This is an optimization exercise on Yosys and OpenROAD, whose aim is small area, not a production implementation. Only simulation tests tie the RTL to the original design; equivalence was not proved. No activity file was given, so power comes from the tool's default toggle rates.

== old ==
Design SisArrayMM, start of the top module:
module SisArrayMM #(
    parameter data_size = 16,
    parameter grid_size = 3
    ) (
    input  wire clk,
    input  wire reset,
    input  wire [data_size - 1 : 0] a1,
    input  wire [data_size - 1 : 0] a2,
    input  wire [data_size - 1 : 0] a3,
    input  wire [data_size - 1 : 0] b1,
    input  wire [data_size - 1 : 0] b2,
    input  wire [data_size - 1 : 0] b3,
    output wire [data_size - 1 : 0] c13,
    output wire [data_size - 1 : 0] c23,
    output wire [data_size - 1 : 0] c31,
    output wire [data_size - 1 : 0] c32,
    output wire [data_size - 1 : 0] c33
    );
Size in the first run: roughly 3100 cells after synthesis, ~250 flip-flops, roughly 180 I/O pins.
clock: 8.0 ns
lec_check: 0
cap_margin: 20
core_margin: 2
core_utilization: 60
slew_margin: 20
synth_hierarchical: 1
synth_minimum_keep_size: 0
run.sh (not shown) runs the stock make flow with config.mk's settings and CLKGATE_MAP_FILE= SYNTH_SCRIPT=/design/flow/synth_recipe.tcl, a recipe that flattens the netlist after the stock synthesis.
#### Input delta (new over old)
Settings: setting CTS_BUF_LIST to sky130_fd_sc_hd__clkbuf_4 sky130_fd_sc_hd__clkbuf_8 for the first time; changing CAP_MARGIN from 20 to 0; changing SLEW_MARGIN from 20 to 0; changing CORE_UTILIZATION from 60 to 65.
[summary]
- | layout filler cell count | new vs old | 675 lower |
- Clock group share of total power delta (old -> new): insignificant
- Total power: new above old
- Taking old as the reference, in new clock network contribution to total cell area saw little to no change, overall global routing resource usage now larger, synthesized area closely matched the old numbers.

========
harbor:
SisArrayMM, a different RTL version from the one above (not shown whole).
Size: about 180 I/O pins, roughly 27000 sq um of cells after synthesis.
clock: 8.0 ns
lec_check: 0
cap_margin: 20
core_margin: 2
core_utilization: 75
cts_cluster_diameter: 100
cts_cluster_size: 24
slew_margin: 20
synth_hierarchical: 1
synth_minimum_keep_size: 0
standard.sh (not shown) runs the stock make flow with config.mk's settings and CLKGATE_MAP_FILE= SYNTH_SCRIPT=/design/flow/synth_recipe.tcl, a recipe that flattens the netlist after the stock synthesis.
==> flow/flow/run.sh <==
#!/bin/bash
# Layout flow: the standard ORFS flow (standard.sh), unchanged except
# that the port buffers that global placement inserts are sky130 buf_1
# cells instead of the default delay buffer (clkdlybuf4s50_1); the resizer
# still resizes them as timing and slew need.
set -uo pipefail
bash standard.sh synth > synth.log 2>&1 || exit 1
bash standard.sh "BUFFER_PORTS_ARGS=-buffer_cell sky130_fd_sc_hd__buf_1" GPL_KEEP_OVERFLOW=0 finish > layout.log 2>&1
harbor did not finish; the tool stopped in global routing with error GRT-0232.
--- input diff harbor..fjord ---
-- flow/flow/run.sh --
<<< harbor, line 6
set -uo pipefail
bash standard.sh synth > synth.log 2>&1 || exit 1
bash standard.sh "BUFFER_PORTS_ARGS=-buffer_cell sky130_fd_sc_hd__buf_1" GPL_KEEP_OVERFLOW=0 finish > layout.log 2>&1
>>> fjord, line 6
set -uo pipefail
bash standard.sh synth > synth.log 2>&1 || exit 1
bash standard.sh "BUFFER_PORTS_ARGS=-buffer_cell sky130_fd_sc_hd__buf_1" finish > layout.log 2>&1
==> comparison <==
fjord finished every step from synthesis to the final layout, and the layout passed the timing, DRC and antenna checks.
| post-CTS setup-driven buffer insertion count | fjord vs harbor | 4 lower |
In the reports for harbor and fjord, the smaller post-detailed-placement cell area belongs to harbor.
fjord: placer congestion estimate about 9% above harbor
[inputs] garnet vs fjord
- swapping 75 for 70 in CORE_UTILIZATION
Results
Having completed the whole flow, garnet delivered a layout that passed the timing, DRC and antenna checks. The final routed wirelength across all metal layers in garnet was higher than what fjord gave. The total die area in garnet sits 7.0% above the value recorded for fjord. Die height of garnet exceeds that of fjord by a few percent. Peak supply drop: garnet < fjord.
### garnet -> sierra
- PLACE_DENSITY: unset -> 0.8
- CORE_UTILIZATION: 70 -> 75
Findings:
- Re part of the power in the clock network: garnet was higher than sierra.
- sierra against garnet: detailed-route wire length per cell shows a reduction of about 1.8%; worst setup slack after layout fell 0.36 ns; internal portion of total power down about 1%.
- garnet → sierra: areal power density over the cells saw a decrease; fmax saw a decrease.
- Diff garnet and sierra: clock period minus worst slack higher in sierra
- Per the comparison of sierra with garnet, routed wire length lower; count of TritonRoute iterations in the first routing pass higher; aggregate global-route resource usage higher.

[afterwards: timing with drivers on the ports]
How much do the figures lean on ideal ports? The routed layouts below were timed once more, with nothing changed but the port constraints.
Step 1, drivers: a clkbuf_16 drives clk and a buf_2 each remaining input, both assumed.
Step 2 also shifts input and output timing later by t, the mid clock arrival at the registers, as if the neighbouring blocks saw the same clock.
a / b / c = no drivers / after step 1 / after step 2; a / b = the first two.
| run | shift t [ns] | setup slack, ns | worst setup path after step 2 | worst data-port slew with drivers (ns) | pins driven straight from the clock port |
|---|---|---|---|---|---|
| old | 0.653 | 0.154 / 0.187 / -0.466 | input to register | 0.13 | 1 |
| new | 0.714 | 0.193 / 0.221 / -0.493 | input to register | 0.15 | 1 |
| fjord | 0.591 | 0.205 / 0.240 / -0.351 | input to register | 0.10 | 1 |
| garnet | 0.593 | 0.561 / 0.598 / 0.005 | input to register | 0.08 | 1 |
| sierra | 0.591 | 0.205 / 0.240 / -0.351 | input to register | 0.10 | 1 |
Met with ideal ports but missed after step 2: setup timing in old, new, fjord and sierra. The setup slack of new, which loses most, moves by +0.028 ns with the drivers and by -0.686 ns with both steps.
